From an optimization exercise on the open Yosys and OpenROAD flow, aimed at small area; shortcuts taken in it are not production practice. Only simulation tests tie the RTL to the original design; equivalence was not proved. No activity file was given, so power comes from the tool's default toggle rates. The flow treats the clock pin as an ideal source, which a real chip does not have.

== red ==
==> flow/design.v (excerpt) <==
module QTU_FMB #(
    parameter MEM_DEPTH = 2048,
    parameter MEM_WIDTH = 8,
    parameter WORD_WIDTH = 16
)(
    input logic                             clk,
    input logic                             nrst,
    input logic                             en,
    input logic                             iAmDestination,
    input logic                             HB_Reset,
    input logic         [WORD_WIDTH-1:0]    fSourceID,
    input logic         [WORD_WIDTH-1:0]    fSourceHops,
    input logic         [WORD_WIDTH-1:0]    fQValue,
    input logic         [WORD_WIDTH-1:0]    fEnergyLeft,
    input logic         [WORD_WIDTH-1:0]    fHopsFromCH,
    input logic         [WORD_WIDTH-1:0]    fChosenCH,
    input logic         [WORD_WIDTH-1:0]    chosenCH,
    input logic         [WORD_WIDTH-1:0]    hopsFromCH,
    input logic         [WORD_WIDTH-1:0]    myQValue,
    output logic        [WORD_WIDTH-1:0]    nodeID,
    output logic        [WORD_WIDTH-1:0]    nodeHops,
    output logic        [WORD_WIDTH-1:0]    nodeEnergy,
    output logic        [WORD_WIDTH-1:0]    nodeQValue,
    output logic        [4:0]               neighborIndex,
    output logic        [WORD_WIDTH-1:0]    chosenHop,
    output logic        [4:0]               neighborCount,
    output logic                            QTUFMB_done
);
Size: roughly 670 flip-flops, about 240 I/O pins, ~0.030 mm2 of cells after synthesis.
==> flow/config.mk <==
export PLATFORM = sky130hd
export DESIGN_NAME = QTU_FMB
export DESIGN_NICKNAME = QTU_FMB
export VERILOG_FILES = /design/flow/design.v
export SDC_FILE = /design/flow/constraint.sdc
export NUM_CORES = 4
export LEC_CHECK = 0
export CAP_MARGIN = 0
export CORE_MARGIN = 2
export CORE_UTILIZATION = 65
export PLACE_DENSITY = 0.75
export SLEW_MARGIN = 0
export SYNTH_HIERARCHICAL = 1
==> flow/constraint.sdc <==
create_clock -name core_clock -period 10.0 [get_ports {clk}]
set_input_delay 2.0000 -clock core_clock [delete_from_list [all_inputs] [get_ports {clk}]]
set_output_delay 2.0000 -clock core_clock [all_outputs]
set_load 0.01 [all_outputs]
standard.sh (not shown) runs the stock make flow with config.mk's settings and CLKGATE_MAP_FILE= SYNTH_SCRIPT=/design/flow/synth_recipe.tcl, a recipe that flattens the netlist after the stock synthesis.
==> flow/flow/run.sh <==
#!/bin/bash
export BUFFER_PORTS_ARGS="-buffer_cell sky130_fd_sc_hd__buf_1"
export CTS_ARGS="-sink_clustering_enable -repair_clock_nets -sink_clustering_size 30 -sink_clustering_max_diameter 100 -dont_use_dummy_load"
bash standard.sh > standard.log 2>&1
red: all stages complete, timing, DRC and antenna checks passed
[inputs] blue vs red
- PLACE_DENSITY: 0.75 -> unset
- CAP_MARGIN: 0 -> 10
- SLEW_MARGIN: 0 -> 10
- CORE_UTILIZATION: 65 -> 40
==> flow/flow/run.sh <==
#!/bin/bash
export BUFFER_PORTS_ARGS="-buffer_cell sky130_fd_sc_hd__buf_1"
export PRE_GLOBAL_PLACE_TCL="$(pwd)/flow/nobig.tcl"
export PRE_RESIZE_TCL="$(pwd)/flow/pre_resize.tcl"
export PRE_GLOBAL_ROUTE_TCL="$(pwd)/flow/nobig.tcl"
export CTS_ARGS="-sink_clustering_enable -repair_clock_nets -sink_clustering_size 30 -sink_clustering_max_diameter 100 -dont_use_dummy_load"
bash standard.sh > standard.log 2>&1
==> flow/flow/downsize.tcl (new file) <==
# Before the resizer's repair_design (3_4): swap every combinational cell to
# the smallest cell of its family (same function and pins, e.g. nor4_2 to
# nor4_1); repair_design then fixes any slew or capacitance this breaks.
set db [ord::get_db]
set n 0
foreach inst [[ord::get_db_block] getInsts] {
  set m [$inst getMaster]
  set name [$m getName]
  if {![regexp {^(sky130_fd_sc_hd__[a-z0-9]+)_([0-9]+)$} $name -> base drive]} { continue }
  if {[regexp {__(df|edf|sdf|sedf|dl|tap|fill|decap|conb)} $name]} { continue }
  set best $m
  set barea [expr {[$m getWidth] * [$m getHeight]}]
  foreach d {0 1 2 3 4 6 8 12 16} {
    set c [$db findMaster ${base}_$d]
    if {$c eq "NULL" || $c eq ""} { continue }
    set a [expr {[$c getWidth] * [$c getHeight]}]
    if {$a < $barea} { set best $c; set barea $a }
  }
  if {$best ne $m} {
    $inst swapMaster $best
    incr n
  }
}
puts "downsize.tcl: swapped $n instances to a smaller cell"
==> flow/flow/nobig.tcl (new file) <==
set big {}
foreach m [get_lib_cells {sky130_fd_sc_hd__*_8 sky130_fd_sc_hd__*_12 sky130_fd_sc_hd__*_16}] {
  set n [get_name $m]
  if {[regexp {clkbuf|clkinv|decap|fill|lpflow|probe} $n]} { continue }
  lappend big $n
}
set_dont_use $big
puts "nobig.tcl: $big"
==> flow/flow/pre_resize.tcl (new file) <==
source [file join [file dirname [info script]] downsize.tcl]
source [file join [file dirname [info script]] nobig.tcl]
--- outcome ---
Delta (blue minus red): combinational fraction of design power rose by 0.3 points; portion of the clock cycle consumed by the worst path in the final layout grew by 13 points; overall power after layout moved up. [compare] base=red new=blue: switching share of power picked up an extra 0.76 points; clock network area share comparable; post-route worst setup slack decreased by 1.28 ns relative to the old numbers; routing usage on met2 went down. Relative to red, the fraction of area in multi-input gates of blue is lower by 1.3 points. Delta(cell area, blue - red) > 0.
--- input diff blue..green ---
- a change of SLEW_MARGIN from 10 to 20
- a change of CAP_MARGIN from 10 to 20
==> flow/flow/run.sh <==
#!/bin/bash
export BUFFER_PORTS_ARGS="-buffer_cell sky130_fd_sc_hd__buf_1"
export CTS_ARGS="-sink_clustering_enable -repair_clock_nets -sink_clustering_size 30 -sink_clustering_max_diameter 100 -dont_use_dummy_load -buf_list {sky130_fd_sc_hd__clkbuf_4 sky130_fd_sc_hd__clkbuf_8 sky130_fd_sc_hd__clkbuf_16}"
bash standard.sh > standard.log 2>&1
removed: flow/flow/downsize.tcl
removed: flow/flow/nobig.tcl
removed: flow/flow/pre_resize.tcl
Findings:
~same total via count after detailed routing in green and blue. On green: count of clock-buffer cells in the layout is 2 higher than what blue gave. NOTE: number of cells on the worst reg-to-reg path in green falls short of that of blue. On routed wire length, green does worse than blue. green ends up with lower HPWL after detailed placement than blue does. Clock buffer count from CTS (lower): blue. For the worst-case setup margin in the final layout, green came in 1.16 ns higher than blue did. Relative to blue, the final critical-path required period of green is lower by 1.16 ns. Final area (green over blue): increase, about 1.5%.

==> separate check: timing with driven ports <==
The flow's constraints put no driver on any port. The routed layouts listed below were extracted and timed again, unchanged, in two steps. Step 1 assumes that a clkbuf_16 drives the clock port and a buf_2 every other input. Step 2 moves the port delays by t, midway between the first and last clock arrival at a register: inputs arrive t later, outputs are due t later. That takes back most of the time a late clock gives input paths. Slacks: ideal ports / drivers / drivers and shift; pairs: ideal ports / drivers.
run	shift t [ns]	slack for setup (ns)	clock arrival spread, ns
red	0.653	3.223 / 3.266 / 2.612	0.046 / 0.047
blue	0.663	1.939 / 1.972 / 1.309	0.041 / 0.041
green	0.656	3.101 / 3.140 / 2.484	0.074 / 0.074
After both steps every run listed still meets setup and hold. The setup slack of blue, which loses most, moves by +0.033 ns with the drivers and by -0.630 ns with both steps.
